Source: an optimization exercise on an open RTL-to-GDS flow (aim: small area). Production flows keep margins and buffers that such runs may drop. The RTL was checked by simulation tests, not by an equivalence proof against the original design.

## branch indigo
==> module SevenHexDecoder, before the edit <==
module SevenHexDecoder(
	input [6:0] i_hex,
	output logic [6:0] o_seven_hun,
	output logic [6:0] o_seven_ten,
	output logic [6:0] o_seven_one
);
	function automatic [6:0] seg(input [3:0] d);
		seg[0] = ~((~d[2] & ~d[0]) | d[1] | (d[2] & d[0]) | d[3]);
		seg[1] = ~(~d[2] | (~d[1] & ~d[0]) | (d[1] & d[0]));
		seg[2] = ~d[2] & d[1] & ~d[0];
		seg[3] = (~d[3] & ~d[2] & ~d[1] & d[0]) | (d[2] & ~d[1] & ~d[0]) | (d[2] & d[1] & d[0]);
		seg[4] = d[0] | (d[2] & ~d[1]);
		seg[5] = ~((~d[1] & ~d[0]) | d[2] | d[3]);
		seg[6] = (~d[3] & ~d[2] & ~d[1]) | (d[2] & d[1] & d[0]);
	endfunction
	function automatic [3:0] add3(input [3:0] d);
		add3[0] = (d[3] & ~d[0]) | (~d[3] & ~d[2] & d[0]) | (d[2] & d[1] & ~d[0]);
		add3[1] = (d[3] & ~d[0]) | (~d[2] & d[1]) | (d[1] & d[0]);
		add3[2] = (d[3] & d[0]) | (d[2] & ~d[1] & ~d[0]);
		add3[3] = (d[2] & d[0]) | (d[2] & d[1]) | d[3];
	endfunction
	wire [3:0] a1 = add3({1'b0, i_hex[6:4]});
	wire [3:0] a2 = add3({a1[2:0], i_hex[3]});
	wire [3:0] a3 = add3({a2[2:0], i_hex[2]});
	wire [3:0] a4 = add3({a3[2:0], i_hex[1]});
	wire [3:0] ones = {a4[2:0], i_hex[0]};
	wire [3:0] b1 = add3({1'b0, a1[3], a2[3], a3[3]});
	wire hun = b1[3];
	wire [3:0] tens = {b1[2:0], a4[3]};
	wire blank_ten = ~hun & (tens == 4'd0);
	assign o_seven_hun = {4'b1111, ~hun, ~hun, 1'b1};
	assign o_seven_ten = seg(tens) | {7{blank_ten}};
	assign o_seven_one = seg(ones);
endmodule
clock: 160.0 ns
lec_check: 0
cap_margin: 20
core_margin: 2
core_utilization: 40
slew_margin: 20
synth_hierarchical: 1
synth_minimum_keep_size: 0
standard.sh (not shown) runs the stock make flow with config.mk's settings and CLKGATE_MAP_FILE= SYNTH_SCRIPT=/design/flow/synth_recipe.tcl, a recipe that flattens the netlist after the stock synthesis.
==> flow/flow/run.sh <==
#!/bin/bash
# Standard layout with three changes:
# 1. after the standard synthesis (standard.sh, unchanged), the logic that does not feed the
#    HEX outputs (the generator's next-state logic) is remapped for area: yosys turns those cells
#    back into logic and maps it again with an area-oriented ABC script; every flip-flop, full
#    adder, half adder and tie cell, and all logic feeding the outputs, stay as synthesized;
# 2. port buffers are buf_1 instead of the default buffer cell;
# 3. clock tree from clkbuf_4/clkbuf_8 buffers, without dummy loads.
set -euo pipefail
W=$PWD
R=$W/orfs/results/$FLOW_PLATFORM/Lab1/base
LIB=$FLOW_HOME/platforms/$FLOW_PLATFORM/lib/sky130_fd_sc_hd__tt_025C_1v80.lib
YOSYS=$FLOW_HOME/../tools/install/yosys/bin/yosys

bash standard.sh "$R/1_2_yosys.v" > $W/flow_synth.log 2>&1
cp "$R/1_2_yosys.v" $W/std_1_2_yosys.v

python3 $W/flow/comb_lib.py "$LIB" $W/comb.lib > $W/comb_lib.log 2>&1
cat > $W/remap.ys <<EOF
read_liberty -lib $LIB
read_verilog $W/std_1_2_yosys.v
hierarchy -check -top $FLOW_TOP
select -set outcone o:* %ci*:-sky130_fd_sc_hd__dfxtp_1[D,CLK]
select -set keep t:sky130_fd_sc_hd__dfxtp_1 t:sky130_fd_sc_hd__fa_1 t:sky130_fd_sc_hd__ha_1 t:sky130_fd_sc_hd__conb_1
select -set gen t:* @outcone %d @keep %d
submod -name genlogic @gen
read_liberty -overwrite $W/comb.lib
flatten genlogic
opt_clean -purge genlogic
abc -liberty $LIB -dont_use *lpflow* -dont_use *probe* -script $W/flow/remap.abc genlogic
opt_clean -purge genlogic
read_liberty -lib -overwrite $LIB
flatten
opt_clean -purge
write_verilog -noattr $W/remap_raw.v
EOF
$YOSYS -s $W/remap.ys > $W/flow_remap.log 2>&1
$YOSYS -p "read_liberty -lib $LIB; read_verilog $W/remap_raw.v; hierarchy -check -top $FLOW_TOP; \
hilomap -singleton -hicell sky130_fd_sc_hd__conb_1 HI -locell sky130_fd_sc_hd__conb_1 LO; \
insbuf -buf sky130_fd_sc_hd__buf_1 A X; splitnets; opt_clean -purge; check -assert; \
stat -liberty $LIB; write_verilog -noattr -noexpr -nohex -nodec $W/remap.v" > $W/flow_remap2.log 2>&1
cp $W/remap.v "$R/1_2_yosys.v"

bash standard.sh \
  "BUFFER_PORTS_ARGS=-buffer_cell sky130_fd_sc_hd__buf_1" \
  "CTS_ARGS=-sink_clustering_enable -repair_clock_nets -dont_use_dummy_load -buf_list {sky130_fd_sc_hd__clkbuf_4 sky130_fd_sc_hd__clkbuf_8}" \
  finish > $W/flow_layout.log 2>&1
cmp -s $W/remap.v "$R/1_2_yosys.v" || { echo "synthesis result was rebuilt" >&2; exit 1; }
Other scripts of this flow, unchanged in this note and not shown: flow/flow/comb_lib.py, flow/flow/remap.abc
Relative to branch indigo, the following input files were edited for branch garnet:
==> flow/design.v, changed modules only <==
module SevenHexDecoder(
	input [6:0] i_hex,
	output logic [6:0] o_seven_hun,
	output logic [6:0] o_seven_ten,
	output logic [6:0] o_seven_one
);
	function automatic [6:0] seg(input [3:0] d);
		case (d)
			0: seg = 7'b1000000; 1: seg = 7'b1111001; 2: seg = 7'b0100100; 3: seg = 7'b0110000;
			4: seg = 7'b0011001; 5: seg = 7'b0010010; 6: seg = 7'b0000010; 7: seg = 7'b1011000;
			8: seg = 7'b0000000; 9: seg = 7'b0010000; default: seg = 7'b1111111;
		endcase
	endfunction
	function automatic [3:0] add3(input [3:0] d);
		case (d)
			5: add3 = 8; 6: add3 = 9; 7: add3 = 10; 8: add3 = 11; 9: add3 = 12;
			default: add3 = d;
		endcase
	endfunction
	wire [3:0] a1 = add3({1'b0, i_hex[6:4]});
	wire [3:0] a2 = add3({a1[2:0], i_hex[3]});
	wire [3:0] a3 = add3({a2[2:0], i_hex[2]});
	wire [3:0] a4 = add3({a3[2:0], i_hex[1]});
	wire [3:0] ones = {a4[2:0], i_hex[0]};
	wire [3:0] b1 = add3({1'b0, a1[3], a2[3], a3[3]});
	wire [4:0] tens_h = {b1, a4[3]};    
	wire hun = tens_h[4];
	wire [3:0] tens = tens_h[3:0];
	wire blank_ten = ~hun & (tens == 0);
	assign o_seven_hun = hun ? 7'b1111001 : 7'b1111111;
	assign o_seven_ten = blank_ten ? 7'b1111111 : seg(tens);
	assign o_seven_one = seg(ones);
endmodule
Findings:
Summary of branch garnet over branch indigo: worst setup slack now sits lower; met3 routing resource usage after global routing now sits higher. Going from branch indigo to branch garnet, minimum clock period now larger, routability congestion estimate now smaller, post-route clock period utilization comparable, maximum frequency comparable. As far as worst hold slack is concerned, branch garnet and branch indigo perform about the same. branch garnet completed; timing, DRC and antenna clean. Delta (branch garnet minus branch indigo): H-tree level count level, post-detailed-route via-to-cell ratio moved down, area after synthesis level. Higher post-detailed-route wirelength per cell among branch indigo and branch garnet: branch indigo.

## re-timing with driven ports
In the flow no input, the clock included, has a driving cell. The finished layouts below were timed again as built, in two steps.
Step 1 assumes that a clkbuf_16 drives the clock port and a buf_2 every other input.
Step 2 adds t to the input delays and takes it off the output delays; t is the mean of the earliest and latest rising clock arrival at the registers after step 1. Input paths then give back, and output paths get back, about the clock's delay inside the block.
Slacks: ideal ports / drivers / drivers and shift; pairs: ideal ports / drivers.
run | t (ns) | slack for setup (ns) | worst register clock-pin slew, ns | pins driven straight from the clock port
branch indigo | 0.438 | 3.593 / 3.572 / 3.572 | 0.07 / 0.07 | 1
branch garnet | 0.449 | 3.466 / 3.446 / 3.446 | 0.08 / 0.08 | 1
After both steps setup and hold are still met in every run listed. For branch indigo, which loses most, drivers alone change the setup slack by -0.021 ns; drivers and shift together by -0.021 ns.
